Background: an optimization exercise with open tools, aiming at a short achievable clock period and few clock cycles. Do not read the settings as production practice.
Function was checked by simulation only, so behaviour that the tests miss may differ from the original.
Power and IR drop assume default switching activity.

==> delta: inputs <==
==> flow/design.v (excerpt) <==
module hart #(
    parameter RESET_ADDR = 32'h00000000
) (
    input  wire        i_clk,
    input  wire        i_rst,
    output wire [31:0] o_imem_raddr,
    input  wire [31:0] i_imem_rdata,
    output wire [31:0] o_dmem_addr,
    output wire        o_dmem_ren,
    output wire        o_dmem_wen,
    output wire [31:0] o_dmem_wdata,
    output wire [ 3:0] o_dmem_mask,
    input  wire [31:0] i_dmem_rdata,
    output wire        o_retire_valid,
    output wire [31:0] o_retire_inst,
    output wire        o_retire_trap,
    output wire        o_retire_halt,
    output wire [ 4:0] o_retire_rs1_raddr,
    output wire [ 4:0] o_retire_rs2_raddr,
    output wire [31:0] o_retire_rs1_rdata,
    output wire [31:0] o_retire_rs2_rdata,
    output wire [ 4:0] o_retire_rd_waddr,
    output wire [31:0] o_retire_rd_wdata,
    output wire [31:0] o_retire_dmem_addr,
    output wire        o_retire_dmem_ren,
    output wire        o_retire_dmem_wen,
    output wire [ 3:0] o_retire_dmem_mask,
    output wire [31:0] o_retire_dmem_wdata,
    output wire [31:0] o_retire_dmem_rdata,
    output wire [31:0] o_retire_pc,
    output wire [31:0] o_retire_next_pc
);
export LEC_CHECK = 0
export CAP_MARGIN = 20
export CORE_MARGIN = 2
export CORE_UTILIZATION = 40
export SLEW_MARGIN = 20
create_clock -name core_clock -period 9.5 [get_ports {i_clk}]
standard.sh (not shown) runs the stock make flow with config.mk's settings and CLKGATE_MAP_FILE= SYNTH_SCRIPT=/design/flow/synth_recipe.tcl, a recipe that flattens the netlist after the stock synthesis.
==> flow/flow/run.sh <==
#!/bin/bash
set -euo pipefail
bash standard.sh SETUP_SLACK_MARGIN=6.0 finish > standard_flow.log 2>&1
==> maple: changes against delta <==
--- a/flow/design.v
+++ b/flow/design.v
@@ -31,39 +31,42 @@
     output wire [31:0] o_retire_pc,
     output wire [31:0] o_retire_next_pc
 );
     reg [31:0] pc_f;
     reg [ 1:0] bht [0:63];
     reg        fd_valid;
-    reg [31:0] fd_inst, fd_pc, fd_pc4, fd_tgt;
+    reg [31:0] fd_inst, fd_pc, fd_pc4;
+    reg        fd_tgt_ok;
     reg        fd_pred;
     reg [5:0]  fd_pidx, dx_pidx;
     reg        dx_valid;
     reg [31:0] dx_a, dx_b, dx_r2, dx_const;
     reg        dx_a_fm, dx_b_fm, dx_r2_fm;
-    reg        dx_p_ab, dx_p_xb, dx_p_ax, dx_p_xx, dx_g_ab, dx_g_xb, dx_g_ax, dx_g_xx;
+    reg        dx_p_ab, dx_p_xb, dx_p_ax, dx_p_xx, dx_p_axa, dx_p_axs, dx_p_xxa;
+    reg        dx_g_ab, dx_g_xb, dx_g_axa, dx_g_axs, dx_g_xxa;
     reg        dx_sub, dx_arith;
     reg        dx_s_add, dx_s_sll, dx_s_sr, dx_s_slt, dx_s_sltu, dx_s_xor, dx_s_or, dx_s_and, dx_s_const;
     reg        dx_is_br, dx_is_jal, dx_is_jalr, dx_is_load, dx_is_store;
     reg        dx_regwrite;
     reg [ 4:0] dx_rd;
     reg [ 2:0] dx_f3;
     reg [31:0] dx_pc, dx_pc4, dx_tgt, dx_inst;
     reg        dx_pred, dx_halt, dx_trapd;
     reg [31:0] dx_alt;
     reg        dx_mis_static, dx_m_eq, dx_m_ne, dx_m_lt, dx_m_ge, dx_m_ltu, dx_m_geu;
     reg        xm_valid;
-    reg [31:0] xm_rdval;
+    reg [31:0] xm_rdval, xm_rdn;
     reg [ 4:0] xm_rd;
     reg        xm_regwrite, xm_is_load, xm_is_store;
     reg [ 2:0] xm_f3;
     reg [31:0] xm_addr, xm_wdata;
     reg [ 3:0] xm_mask;
     reg        xm_ren, xm_wen;
     reg [31:0] xm_pc, xm_tgt, xm_pc4, xm_inst, xm_rs1val, xm_rs2val;
-    reg        xm_taken, xm_jalr, xm_sum1;
+    reg        xm_taken, xm_jalr, xm_sum1, xm_mis;
+    reg [31:0] xm_alt;
     reg        xm_halt, xm_trap;
     reg        mw_valid;
     reg [31:0] mw_rdval, mw_rdout;
     reg [ 4:0] mw_rd;
     reg        mw_halt, mw_trap;
     reg [31:0] mw_addr, mw_wdata, mw_rdata;
@@ -79,57 +82,63 @@
     assign o_imem_raddr = pc_f;
     wire [31:0] inst_f = i_imem_rdata;
     wire f_is_br  = (inst_f[6:0] == 7'b1100011);
     wire f_is_jal = (inst_f[6:0] == 7'b1101111);
     reg       f_bit;
     reg [5:0] f_pidx;
+    reg [9:0] f_btgt;
+    reg [9:0] btb [0:31];
     wire f_pred = f_is_jal | (f_is_br & f_bit);
     wire [1:0] f_ctr_next = bht[pc_f[7:2]];
     always @(posedge i_clk) begin
         if (i_rst) begin
             f_bit  <= 1'b1;
             f_pidx <= 6'd0;
+            f_btgt <= 10'd0;
         end else if (redirect | ~stall) begin
             f_bit  <= f_ctr_next[1];
             f_pidx <= pc_f[7:2];
+            f_btgt <= btb[pc_f[6:2]];
         end
     end
-    wire [12:0] immb_f = {inst_f[31], inst_f[7], inst_f[30:25], inst_f[11:8], 1'b0};
+    wire [31:0] tgt_f = {pc_f[31:12], f_btgt, 2'b00};
+    wire [12:0] f_impl = {1'b0, f_btgt, 2'b00} - {1'b0, pc_f[11:0]};
     wire [20:0] immj_f = {inst_f[31], inst_f[19:12], inst_f[20], inst_f[30:21], 1'b0};
-    wire [13:0] lowb = {1'b0, pc_f[12:0]} + {1'b0, immb_f};
-    wire [21:0] lowj = {1'b0, pc_f[20:0]} + {1'b0, immj_f};
-    wire [18:0] hb0 = pc_f[31:13];
-    wire [18:0] hbp = pc_f[31:13] + 19'd1;
-    wire [18:0] hbm = pc_f[31:13] - 19'd1;
-    wire [10:0] hj0 = pc_f[31:21];
-    wire [10:0] hjp = pc_f[31:21] + 11'd1;
-    wire [10:0] hjm = pc_f[31:21] - 11'd1;
-    wire [18:0] hb = (lowb[13] & ~immb_f[12]) ? hbp : (~lowb[13] & immb_f[12]) ? hbm : hb0;
-    wire [10:0] hj = (lowj[21] & ~immj_f[20]) ? hjp : (~lowj[21] & immj_f[20]) ? hjm : hj0;
-    wire [31:0] tgt_b = {hb, lowb[12:0]};
-    wire [31:0] tgt_j = {hj, lowj[20:0]};
-    wire [31:0] tgt_f = f_is_jal ? tgt_j : tgt_b;
+    wire [12:0] immb_f = {inst_f[31], inst_f[7], inst_f[30:25], inst_f[11:8], 1'b0};
+    wire f_tgt_ok = f_is_jal ? ((immj_f[20:13] == {8{f_impl[12]}}) & (immj_f[12:0] == f_impl))
+                             : (immb_f == f_impl);
     wire [31:0] pc4_f = pc_f + 32'd4;
+    wire d_red;
+    wire [31:0] d_tgt;
+    wire s_red  = redirect;
+    wire s_dred = ~redirect & d_red;
+    wire s_hold = ~redirect & stall;
+    wire s_go   = ~redirect & ~stall & ~d_red;
+    wire s_pt   = s_go & f_pred;
+    wire s_seq  = s_go & ~f_pred;
+    wire [31:0] pc_next =
+        ({32{s_red}}  & redirect_tgt) |
+        ({32{s_dred}} & d_tgt) |
+        ({32{s_hold}} & pc_f) |
+        ({32{s_seq}}  & pc4_f) |
+        ({32{s_pt}}   & tgt_f);
     always @(posedge i_clk) begin
         if (i_rst) begin
             pc_f <= RESET_ADDR;
             fd_valid <= 1'b0;
-        end else if (redirect) begin
-            pc_f <= redirect_tgt;
-            fd_valid <= 1'b0;
-        end else if (!stall) begin
-            pc_f <= f_pred ? tgt_f : pc4_f;
-            fd_valid <= 1'b1;
+        end else begin
+            pc_f <= pc_next;
+            fd_valid <= s_go | (s_hold & fd_valid);
         end
     end
     always @(posedge i_clk) begin
         if (!stall) begin
             fd_inst <= inst_f;
             fd_pc   <= pc_f;
             fd_pc4  <= pc4_f;
-            fd_tgt  <= tgt_f;
+            fd_tgt_ok <= f_tgt_ok;
             fd_pred <= f_pred;
             fd_pidx <= f_pidx;
         end
     end
     wire [31:0] inst = fd_inst;
     wire [6:0] opcode = inst[6:0];
@@ -162,12 +171,24 @@
     wire uses_rs2 = v_op | v_store | v_br;
     wire regwrite = v_op | v_opimm | v_load | v_jalr | v_u | v_jal;
     wire [31:0] imm_i = {{21{inst[31]}}, inst[30:20]};
     wire [31:0] imm_s = {{21{inst[31]}}, inst[30:25], inst[11:7]};
     wire [31:0] imm_u = {inst[31:12], 12'd0};
     wire b_is_reg = op_op | op_br;
+    wire [31:0] imm_bj = op_jal ? {{12{inst[31]}}, inst[19:12], inst[20], inst[30:21], 1'b0}
+                                : {{20{inst[31]}}, inst[7], inst[30:25], inst[11:8], 1'b0};
+    assign d_tgt = fd_pc + imm_bj;
+    assign d_red = fd_valid & fd_pred & ~stall & ~fd_tgt_ok;
+    integer bi;
+    always @(posedge i_clk) begin
+        if (i_rst) begin
+            for (bi = 0; bi < 32; bi = bi + 1) btb[bi] <= 10'd0;
+        end else if (fd_valid & ~stall & (op_br | op_jal)) begin
+            btb[fd_pidx[4:0]] <= d_tgt[11:2];
+        end
+    end
     wire [31:0] imm_d = op_store ? imm_s : imm_i;
     wire w_we = mw_valid & (mw_rd != 5'd0);
     wire [31:0] rf1 = rf[rs1];
     wire [31:0] rf2 = rf[rs2];
     wire mem_wr = xm_valid & (xm_rd != 5'd0);
     wire [31:0] rs1_val = (rs1 == 5'd0) ? 32'd0 :
@@ -182,36 +203,41 @@
     assign stall = fd_valid & dx_valid & dx_is_load & (dx_rd != 5'd0) &
                    ((uses_rs1 & (dx_rd == rs1)) | (uses_rs2 & (dx_rd == rs2)));
     wire [31:0] const_d = op_lui ? imm_u :
                           op_auipc ? {fd_pc[31:12] + inst[31:12], fd_pc[11:0]} :
                           fd_pc4;
     wire is_alu = v_op | v_opimm;
+    wire sub_d = v_op & f7[5] & (f3 == 3'b000);
     wire alu_add = (is_alu & (f3 == 3'b000)) | v_load | v_store;
     always @(posedge i_clk) begin
         if (i_rst | redirect | stall | ~fd_valid)
             dx_valid <= 1'b0;
         else
             dx_valid <= 1'b1;
     end
     always @(posedge i_clk) begin
         dx_a      <= rs1_val;
-        dx_b      <= b_is_reg ? rs2_val : imm_d;
+        dx_b      <= b_is_reg ? (rs2_val ^ {32{sub_d}}) : imm_d;
         dx_r2     <= rs2_val;
         dx_const  <= const_d;
         dx_a_fm   <= a_fm;
         dx_b_fm   <= b_is_reg & r2_fm;
         dx_p_ab   <= ~a_fm & ~(b_is_reg & r2_fm);
         dx_p_xb   <=  a_fm & ~(b_is_reg & r2_fm);
         dx_p_ax   <= ~a_fm &  (b_is_reg & r2_fm);
         dx_p_xx   <=  a_fm &  (b_is_reg & r2_fm);
+        dx_p_axa  <= ~a_fm &  (b_is_reg & r2_fm) & ~sub_d;
+        dx_p_axs  <= ~a_fm &  (b_is_reg & r2_fm) &  sub_d;
+        dx_p_xxa  <=  a_fm &  (b_is_reg & r2_fm) & ~sub_d;
         dx_g_ab   <= alu_add & ~a_fm & ~(b_is_reg & r2_fm);
         dx_g_xb   <= alu_add &  a_fm & ~(b_is_reg & r2_fm);
-        dx_g_ax   <= alu_add & ~a_fm &  (b_is_reg & r2_fm);
-        dx_g_xx   <= alu_add &  a_fm &  (b_is_reg & r2_fm);
+        dx_g_axa  <= alu_add & ~a_fm &  (b_is_reg & r2_fm) & ~sub_d;
+        dx_g_axs  <= alu_add & ~a_fm &  (b_is_reg & r2_fm) &  sub_d;
+        dx_g_xxa  <= alu_add &  a_fm &  (b_is_reg & r2_fm) & ~sub_d;
         dx_r2_fm  <= r2_fm;
-        dx_sub    <= v_op & f7[5] & (f3 == 3'b000);
+        dx_sub    <= sub_d;
         dx_arith  <= f7[5];
         dx_s_add  <= alu_add;
         dx_s_sll  <= is_alu & (f3 == 3'b001);
         dx_s_slt  <= is_alu & (f3 == 3'b010);
         dx_s_sltu <= is_alu & (f3 == 3'b011);
         dx_s_xor  <= is_alu & (f3 == 3'b100);
@@ -226,17 +252,17 @@
         dx_is_store <= v_store;
         dx_regwrite <= regwrite;
         dx_rd     <= regwrite ? rd : 5'd0;
         dx_f3     <= f3;
         dx_pc     <= fd_pc;
         dx_pc4    <= fd_pc4;
-        dx_tgt    <= fd_tgt;
+        dx_tgt    <= d_tgt;
         dx_inst   <= fd_inst;
         dx_pred   <= fd_pred;
         dx_pidx   <= fd_pidx;
-        dx_alt    <= fd_pred ? fd_pc4 : fd_tgt;
+        dx_alt    <= fd_pred ? fd_pc4 : d_tgt;
         dx_mis_static <= ~v_br & (v_jal != fd_pred);
         dx_m_eq   <= v_br & (((f3 == 3'b000) & ~fd_pred) | ((f3 == 3'b001) &  fd_pred));
         dx_m_ne   <= v_br & (((f3 == 3'b000) &  fd_pred) | ((f3 == 3'b001) & ~fd_pred));
         dx_m_lt   <= v_br & (((f3 == 3'b100) & ~fd_pred) | ((f3 == 3'b101) &  fd_pred));
         dx_m_ge   <= v_br & (((f3 == 3'b100) &  fd_pred) | ((f3 == 3'b101) & ~fd_pred));
         dx_m_ltu  <= v_br & (((f3 == 3'b110) & ~fd_pred) | ((f3 == 3'b111) &  fd_pred));
@@ -245,22 +271,23 @@
         dx_trapd  <= ~v_any;
     end
     wire [31:0] a  = dx_a_fm  ? xm_rdval : dx_a;
     wire [31:0] b  = dx_b_fm  ? xm_rdval : dx_b;
     wire [31:0] r2 = dx_r2_fm ? xm_rdval : dx_r2;
     wire [31:0] xv = xm_rdval;
-    wire [31:0] bs_b = dx_b ^ {32{dx_sub}};
-    wire [31:0] bs_x = xv ^ {32{dx_sub}};
-    wire [31:0] sum_ab = dx_a + bs_b + {31'd0, dx_sub};
-    wire [31:0] sum_xb = xv   + bs_b + {31'd0, dx_sub};
-    wire [31:0] sum_ax = dx_a + bs_x + {31'd0, dx_sub};
-    wire [31:0] sum_xx = xv   + bs_x + {31'd0, dx_sub};
-    wire [31:0] sum = ({32{dx_p_ab}} & sum_ab) | ({32{dx_p_xb}} & sum_xb) |
-                      ({32{dx_p_ax}} & sum_ax) | ({32{dx_p_xx}} & sum_xx);
-    wire [31:0] sum_g = ({32{dx_g_ab}} & sum_ab) | ({32{dx_g_xb}} & sum_xb) |
-                        ({32{dx_g_ax}} & sum_ax) | ({32{dx_g_xx}} & sum_xx);
+    wire [31:0] sum_ab  = dx_a + dx_b + {31'd0, dx_sub};
+    wire [31:0] sum_xb  = xv   + dx_b + {31'd0, dx_sub};
+    wire [31:0] sum_axa = dx_a + xv;
+    wire [31:0] sum_axs = dx_a + xm_rdn + 32'd1;
+    wire [31:0] sum_xxa = {xv[30:0], 1'b0};
+    wire [31:0] sum = ({32{dx_p_ab}}  & sum_ab)  | ({32{dx_p_xb}}  & sum_xb) |
+                      ({32{dx_p_axa}} & sum_axa) | ({32{dx_p_axs}} & sum_axs) |
+                      ({32{dx_p_xxa}} & sum_xxa);
+    wire [31:0] sum_g = ({32{dx_g_ab}}  & sum_ab)  | ({32{dx_g_xb}}  & sum_xb) |
+                        ({32{dx_g_axa}} & sum_axa) | ({32{dx_g_axs}} & sum_axs) |
+                        ({32{dx_g_xxa}} & sum_xxa);
     wire eq_ab = (dx_a == dx_b);
     wire eq_xb = (xv == dx_b);
     wire eq_ax = (dx_a == xv);
     wire l31_ab = (dx_a[30:0] < dx_b[30:0]);
     wire l31_xb = (xv[30:0] < dx_b[30:0]);
     wire l31_ax = (dx_a[30:0] < xv[30:0]);
@@ -287,15 +314,15 @@
     wire br_cond = dx_f3[2] ? ((dx_f3[1] ? ltu : lts) ^ dx_f3[0]) : (eq ^ dx_f3[0]);
     wire taken = dx_is_jal | (dx_is_br & br_cond);
     wire redirect_e = dx_valid & (dx_mis_static |
                                   (dx_m_eq & eq)   | (dx_m_ne & ~eq) |
                                   (dx_m_lt & lts)  | (dx_m_ge & ~lts) |
                                   (dx_m_ltu & ltu) | (dx_m_geu & ~ltu));
-    wire redirect_m = xm_valid & xm_jalr;
-    assign redirect = redirect_m | redirect_e;
-    assign redirect_tgt = redirect_m ? {xm_addr[31:2], xm_sum1, 1'b0} : dx_alt;
+    wire redirect_m = xm_valid & (xm_jalr | xm_mis);
+    assign redirect = redirect_m;
+    assign redirect_tgt = xm_jalr ? {xm_addr[31:2], xm_sum1, 1'b0} : xm_alt;
     wire [1:0] alo = sum[1:0];
     wire [3:0] mask = (dx_f3[1:0] == 2'b00) ? (4'b0001 << alo) :
                       (dx_f3[1:0] == 2'b01) ? ((alo == 2'b00) ? 4'b0011 :
                                                (alo == 2'b10) ? 4'b1100 : 4'b0000) :
                       4'b1111;
     wire [31:0] wdata = mask[0] ? r2 :
@@ -317,22 +344,25 @@
             xm_ren   <= dx_valid & ~redirect_m & dx_is_load;
             xm_wen   <= dx_valid & ~redirect_m & dx_is_store & ~st_block;
         end
     end
     always @(posedge i_clk) begin
         xm_rdval    <= result;
+        xm_rdn      <= ~result;
         xm_rd       <= dx_rd;
         xm_regwrite <= dx_regwrite;
         xm_is_load  <= dx_is_load;
         xm_is_store <= dx_is_store;
         xm_f3       <= dx_f3;
         xm_addr     <= {sum[31:2], 2'b00};
         xm_mask     <= mask;
         xm_wdata    <= wdata;
         xm_pc       <= dx_pc;
         xm_taken    <= taken;
+        xm_mis      <= redirect_e;
+        xm_alt      <= dx_alt;
         xm_jalr     <= dx_is_jalr;
         xm_sum1     <= sum[1];
         xm_tgt      <= dx_tgt;
         xm_pc4      <= dx_pc4;
         xm_inst     <= dx_inst;
         xm_rs1val   <= a;
==> notes <==
delta completed without violations. maple ran to the end with violations: max-capacitance violations, max-slew violations. Between maple and delta, the lower final cell count is in delta (gap about 11%, measured against delta). Between maple and delta, the lower clock power is in delta (gap 22%, measured against delta). Combinational power: delta is lower than maple (14%). Between maple and delta, the lower global-route usage is in maple (gap 2.3 points).
==> figures <==
| metric | delta | maple |
|---|---|---|
| Result of the run | finished clean | failed layout checks |
| Layout check failures | - | max-capacitance violations, max-slew violations |
| Syn Inst Count | 9,571 | 10,600 |
| Total power consumption of the routed design | 25.9 mW | 30.3 mW |
| Tightest Pin Transition | 1.30 ns | 1.75 ns |
| Worst reg2reg setup slack | 5.39 ns | 5.78 ns |
| Clock transition at the registers of the reported paths | 0.06 ns | 0.07 ns |
| Number of standard-cell rows in the floorplan | 195 | 208 |
| Routed via count divided by cell count | 6.12 | 6.07 |
| Final Instance Count excl. Fillers | 14,300 | 15,800 |
| ClkCell Share | 5.73% | 6.18% |
Testbench counts of delta, summed over its fixed seeds: cycles 223,525.
Testbench counts of maple, summed over its fixed seeds: cycles 231,793.

## separate check: timing with driven ports
Ports are ideal in the flow. The routed layouts listed here were re-timed in OpenROAD. Step 1 assumes that a clkbuf_16 drives the clock port and a buf_2 every other input. Step 2 adds t to the input delays and takes it off the output delays; t is the mean of the earliest and latest rising clock arrival at the registers after step 1. Input paths then give back, and output paths get back, about the clock's delay inside the block. a / b / c = ideal / step 1 / step 2; a / b = the first two.
| run | t (ns) | setup WS [ns] | hold WS [ns] | worst data-port slew with drivers (ns) | cell pins on the clock port's net |
|---|---|---|---|---|---|
| delta | 0.987 | 5.386 / 5.386 / 4.410 | 0.295 / 0.295 / 0.295 | 0.10 | 1 |
| maple | 1.020 | 5.776 / 5.776 / 4.925 | 0.301 / 0.301 / 0.301 | 0.16 | 1 |
The setup slack of delta, which loses most, moves by 0.000 ns with the drivers and by -0.976 ns with both steps.
